From an optimization exercise on the open Yosys and OpenROAD flow, aimed at small area and a short achievable clock period; shortcuts taken in it are not production practice.
In this exercise RTL edits were held to simulation tests only and were not proved equivalent to the original.
Power figures rest on the tool's default switching activity, not on a simulated workload.

File: flow/design.v
module core (
    input  clk_i,
    input  rst_i,
    input  [31:0] inst_i,
    input  [31:0] data_i,
    output [31:0] inst_addr_o,
    output [31:0] data_o,
    output [31:0] data_addr_o,
    output        data_rw_o,
    output [1:0]  data_width_o,
    output        fence_o
);
wire [6:0] op  = inst_i[6:0];
wire [4:0] rd  = inst_i[11:7];
wire [2:0] f3  = inst_i[14:12];
wire [4:0] rs1 = inst_i[19:15];
wire [4:0] rs2 = inst_i[24:20];
wire is_lui   = (op == 7'b0110111);
wire is_auipc = (op == 7'b0010111);
wire is_jal   = (op == 7'b1101111);
wire is_jalr  = (op == 7'b1100111);
wire is_br    = (op == 7'b1100011);
wire is_load  = (op == 7'b0000011);
wire is_store = (op == 7'b0100011);
wire is_alui  = (op == 7'b0010011);
wire is_alur  = (op == 7'b0110011);
wire is_fence = (op == 7'b0001111);
wire [31:0] imm_i = {{20{inst_i[31]}}, inst_i[31:20]};
wire [31:0] imm_b = {{19{inst_i[31]}}, inst_i[31], inst_i[7], inst_i[30:25], inst_i[11:8], 1'b0};
wire [31:0] imm_j = {{11{inst_i[31]}}, inst_i[31], inst_i[19:12], inst_i[20], inst_i[30:21], 1'b0};
wire [31:0] imm_u = {inst_i[31:12], 12'b0};
wire [11:0] imm_ls = is_store ? {inst_i[31:25], inst_i[11:7]} : inst_i[31:20];
reg  [31:0] regs [1:31];
wire [32*32-1:0] regs_flat;
wire [31:0] sel1, sel2;
assign regs_flat[31:0] = 32'b0;
genvar g;
generate for (g = 1; g < 32; g = g + 1) begin : rf
    assign regs_flat[g*32 +: 32] = regs[g];
end endgenerate
generate for (g = 0; g < 32; g = g + 1) begin : dec
    assign sel1[g] = (rs1 == g);
    assign sel2[g] = (rs2 == g);
end endgenerate
wire [31:0] rs1_v, rs2_v;
rf_read rp1 (.sel(sel1), .r(regs_flat), .q(rs1_v));
rf_read rp2 (.sel(sel2), .r(regs_flat), .q(rs2_v));
reg  [31:1] pc;
wire [31:0] pc_w = {pc, 1'b0};
wire [31:0] pc4 = {pc[31:2] + 30'd1, 2'b00};
wire [31:0] pc_imm = is_jal ? imm_j : (is_br ? imm_b : imm_u);
wire [31:0] pc_sum = pc_w + pc_imm;
wire [31:0] agu = rs1_v + {{20{imm_ls[11]}}, imm_ls};
wire        use_rs2 = is_alur | is_br;
wire [31:0] op2     = use_rs2 ? rs2_v : imm_i;
wire        sub     = is_br | (f3 != 3'b000) | (is_alur & inst_i[30]);
wire [31:0] op2x    = op2 ^ {32{sub}};
wire [32:0] sum     = {1'b0, rs1_v} + {1'b0, op2x} + {32'b0, sub};
wire        ltu     = ~sum[32];
wire        lt      = ltu ^ rs1_v[31] ^ op2[31];
wire        eq      = &(rs1_v ^ op2x);   
wire        shl     = ~f3[2];
wire        sra     = inst_i[30];
wire [4:0]  shamt   = op2[4:0];
reg  [31:0] sh_in, sh_rev;
integer j;
always @* begin
    for (j = 0; j < 32; j = j + 1)
        sh_in[j] = shl ? rs1_v[31-j] : rs1_v[j];
end
wire signed [32:0] sh_ext = {sra & rs1_v[31], sh_in};
wire [32:0] sh_out = sh_ext >>> shamt;
always @* begin
    for (j = 0; j < 32; j = j + 1)
        sh_rev[j] = shl ? sh_out[31-j] : sh_out[j];
end
reg [31:0] alu;
always @* begin
    case (f3)
        3'b000: alu = sum[31:0];
        3'b001: alu = sh_rev;
        3'b010: alu = {31'b0, lt};
        3'b011: alu = {31'b0, ltu};
        3'b100: alu = rs1_v ^ op2;
        3'b101: alu = sh_rev;
        3'b110: alu = rs1_v | op2;
        default: alu = rs1_v & op2;
    endcase
end
wire taken = (f3[2] ? (f3[1] ? ltu : lt) : eq) ^ f3[0];
wire [31:0] ld;
wire        ld_sign = ~f3[2] & (f3[0] ? data_i[15] : data_i[7]);
assign ld[7:0]   = data_i[7:0];
assign ld[15:8]  = (f3[1] | f3[0]) ? data_i[15:8] : {8{ld_sign}};
assign ld[31:16] = f3[1] ? data_i[31:16] : {16{ld_sign}};
wire [31:0] wd = (is_alui | is_alur) ? alu :
                 is_load             ? ld :
                 is_lui              ? imm_u :
                 is_auipc            ? pc_sum : pc4;
wire        we = ~rst_i & (is_lui | is_auipc | is_jal | is_jalr | is_load | is_alui | is_alur);
integer k;
always @(posedge clk_i) begin
    for (k = 1; k < 32; k = k + 1)
        if (we && rd == k)
            regs[k] <= wd;
end
always @(posedge clk_i) begin
    if (rst_i)
        pc <= 31'b0;
    else if (is_jalr)
        pc <= agu[31:1];
    else if (is_jal | (is_br & taken))
        pc <= pc_sum[31:1];
    else
        pc <= pc4[31:1];
end
assign inst_addr_o  = pc_w;
assign data_o       = rs2_v;
assign data_addr_o  = agu;
assign data_rw_o    = is_store & ~rst_i;
assign data_width_o = {~f3[1] & ~f3[0], ~f3[1]};
assign fence_o      = is_fence;
endmodule
module rf_read (
    input  [31:0]       sel,
    input  [32*32-1:0]  r,
    output [31:0]       q
);
genvar b, i;
generate for (b = 0; b < 32; b = b + 1) begin : bt
    wire [9:0] y;
    for (i = 0; i < 10; i = i + 1) begin : grp
        rf_aoi222 u (.a(sel[3*i+1]), .b(r[(3*i+1)*32+b]),
                     .c(sel[3*i+2]), .d(r[(3*i+2)*32+b]),
                     .e(sel[3*i+3]), .f(r[(3*i+3)*32+b]), .y(y[i]));
    end
    assign q[b] = ~&y | (sel[31] & r[31*32+b]);
end endgenerate
endmodule
module rf_aoi222 (input a, input b, input c, input d, input e, input f, output y);
assign y = ~((a & b) | (c & d) | (e & f));
endmodule
File: flow/run.sh
#!/bin/bash
# synth_recipe.tcl (not shown) runs the flow's synth.tcl, then flattens the netlist and writes it again
# the make line also repeats each setting of config.mk as NAME=value (left out here)
make -C /OpenROAD-flow-scripts/flow DESIGN_CONFIG=/design/flow/config.mk WORK_HOME=/design/flow/orfs CLKGATE_MAP_FILE= SYNTH_SCRIPT=/design/flow/synth_recipe.tcl finish
File: flow/constraint.sdc
create_clock -name core_clock -period 12.0 [get_ports {clk_i}]
set_input_delay 2.4000 -clock core_clock [delete_from_list [all_inputs] [get_ports {clk_i}]]
set_output_delay 2.4000 -clock core_clock [all_outputs]
set_load 0.01 [all_outputs]
File: flow/config.mk
export PLATFORM = sky130hd
export DESIGN_NAME = core
export DESIGN_NICKNAME = core
export VERILOG_FILES = /design/flow/design.v
export SDC_FILE = /design/flow/constraint.sdc
export NUM_CORES = 4
export LEC_CHECK = 0
export CAP_MARGIN = 20
export CORE_MARGIN = 2
export CORE_UTILIZATION = 40
export SETUP_SLACK_MARGIN = 4
export SLEW_MARGIN = 20
export SYNTH_HIERARCHICAL = 1
==> run notes <==
Mapped Cells between 4000 and 5000; Mapped Area between 50000 and 60000 um^2; Crit Path Class in -> out; die footprint between 100000 and 150000 um^2; Core Region ~130000 um^2; 1st-pass router iterations 13; clock slew at reported path FFs ~0.070 ns; cells along the critical path buf_12, nand3b_1, buf_6, nor2_4, buf_6, buf_4, a222oi_1, nand4_1, a2111o_2, ha_4, nand3_4, or2_4, inv_1, o211ai_1, a211oi_2, buf_4, o211ai_1, buf_4, buf_6, a21oi_2, xor2_1, buf_4, buf_6; routability cong. 1.02; antenna violations before repair 5; max cap viols 0; Comb power frac 20.0%; power per cell area approximately 140 nW/um^2; Routed WL approximately 260000 um; global-route usage over all layers between 30% and 40%; Avg Cell Area, Syn approximately 13 um^2; final hold violations 0; number of DRC violations after detailed-routing iteration 0 12075; post-layout util 50.7%; outcome timing/DRC/antenna clean; routed vias about 48000; post-layout minimum cycle time ~9.4 ns; DP HPWL roughly 170000 um; crit path launch type primary input; cts bufs inserted around 110; VDD IR max approximately 0.12 mV; Sequential Power Share 43.7%; die width between 300 and 400 um; CTS tree yes; total power roughly 9 mW; drt wl/cell ~40 um; final worst path period share around 80%; Starting Density just over 40%; NetSw between 2 and 3 mW; cell leakage power 23.7 nW; Arrival @ worst endpoint approximately 7.0 ns; Worst Tran Pin Value approximately 1.2 ns; endpoints failing setup 0; largest net degree at the start of global routing 53; clock share of power 36.3%; first-pass GRT wire length ~350000 um; Final ANT Viol Nets 0; later-pin clock latency in the skew report ~0.77 ns; CTS H-tree lvls 3; Slew HR between 15 and 20%; IO Count between 150 and 200; Worst path max stage delay roughly 0.57 ns; Final nets 4882; share of post-route cells with drive strength above 1 a little under a quarter; CTS root buffer clkbuf_16; Die Y-Extent 366 um; Fin Clk Skew between 0.06 and 0.07 ns; Synth Warn # 8; Post-Syn Nets approximately 4200; hold buffers post-CTS 0; CTS Buffer Depth 3; Crit path required time approximately 9.6 ns; GRT overflow 0; vias in the first global route between 40000 and 50000; Pint between 6 and 7 mW; Final Non-Filler Cells between 6000 and 7000; Sw Share between 20% and 30%; Sink Count 1023; RSZ-0062 raised after global routing true; Cell Rows roughly 130; Fin Setup TNS 0 ns; Crit-path slowest cell a2111o_2; Critical Path Sink Type output port; Final Max Tran Viols 0; Fmax 0.106 GHz; via density per instance 7.38; WHS ~0.73 ns; DRC violations left 0; area grow syn2layout 25.5%; IO Port Bufs 164; Cells after DPL 5985; Worst Hold Class reg -> reg; crit-path max FO 7
flip-flops by register name, indices dropped and copies added, names as in the netlist:
register	count
pc	31
regs	992
power by group through the flow:
stage          Sequential, mW  Combinational, mW  Clock, mW
2_1_floorplan            3.99              0.771          0
3_3_place_gp             3.99               1.45          0
3_5_place_dp             3.99               1.45          0
4_1_cts                  3.91               1.63       3.28
5_1_grt                  3.91               1.82       3.41
6_report                 3.91               1.79       3.26
layout by cell type, fill, tap and decap left out, drive strengths merged, types with 48 or more instances in the layout:
cell type and count:
ha 157, xnor2 95, clkdlybuf4s50 121, a222oi 642
clkinv 48, inv 103, nand4 151, clkbuf 138
nor2 246, a2111o 64, edfxtp 992, xor2 52
mux2i 93, o21ai 162, a21o 68, nand2 267
nand3 52, buf 537, a21oi 215
final timing paths:
| check | startpoint | endpoint | slack, ns | cells past startpoint |
|---|---|---|---|---|
| setup / recovery | inst_i[19] | data_addr_o[30] | 2.57 | 23 |
| hold / removal | pc[30]$_SDFF_PP0_ | pc[30]$_SDFF_PP0_ | 0.73 | 3 |
| setup reg to reg | regs[19][7]$_DFFE_PP_ | regs[15][26]$_DFFE_PP_ | 6.12 | 18 |
| hold reg to reg | pc[30]$_SDFF_PP0_ | pc[30]$_SDFF_PP0_ | 0.73 | 3 |
stage by stage:
| stage | cell area (um^2) | setup slack [ns] |
|---|---|---|
| finish | 65800 | 2.57 |
| global route | 65800 | 2.61 |
| CTS | 64800 | 2.87 |
| detailed placement | 58300 | 1.14 |
| global placement | 58300 | 1.07 |
| floorplan | 53100 | 3.64 |
worst max-delay path, delay by kind of cell:
family	cells	cell delay, ns
adders and majority gates	1	0.34
and+or+nand+nor	5	1.05
buffers and inverters	10	1.28
xor gates and xnor gates	1	0.20
AOI/OAI and AO/OA	6	1.75
area by class of cell:
| class | instances | area (um^2) |
|---|---|---|
| inverters | 101 | 385 |
| clock buffers | 133 | 2730 |
| clock inverters | 62 | 661 |
| diodes | 5 | 12.5 |
| repair buffers | 665 | 6120 |
| well taps | 1742 | 2180 |
| multi-input cells | 2760 | 23300 |
| fillers | 11242 | 64000 |
| flip-flops and latches | 1023 | 30400 |
what timing repair did:
action                     in CTS  in global routing
pin swaps                     187                100
cloned                         19                  1
setup endpoints to repair    1087                620
buffers inserted              235                 50
gates resized for setup       397                126
per-layer routing:
| layer | global-route usage, % | vias up | part of all wire (%) |
|---|---|---|---|
| met5 | 0.890 | - | 0.078 |
| met4 | 24.4 | 6 | 8.1 |
| met1 | 47.5 | 23441 | 35 |
| met2 | 53.5 | 4625 | 42 |
| met3 | 10.9 | 893 | 15 |
| li1 | - | 18919 | - |

re-timing with driven ports:
No port has a modelled driver above. Below, the same layout with a new extraction and two added sets of constraints. Step 1 (the two cells are an assumption about what drives the block):
set clk [get_ports {clk_i}]
set_driving_cell -lib_cell sky130_fd_sc_hd__clkbuf_16 $clk
set_driving_cell -lib_cell sky130_fd_sc_hd__buf_2 [delete_from_list [all_inputs] $clk]
Step 2 also shifts input and output timing later by t, the mid clock arrival at the registers, as if the neighbouring blocks saw the same clock. a / b / c = ideal / step 1 / step 2; a / b = the first two.
shift t [ns]: 0.809
setup WS [ns]: 2.566 / 2.500 / 2.500
worst setup path at the end: input to output
latest minus earliest clock arrival (ns): 0.062 / 0.062
worst slew at a driven data input, ns: 0.09
After both steps setup and hold are still met in this run. The setup slack of this run moves by -0.066 ns with the drivers and by -0.066 ns with both steps.
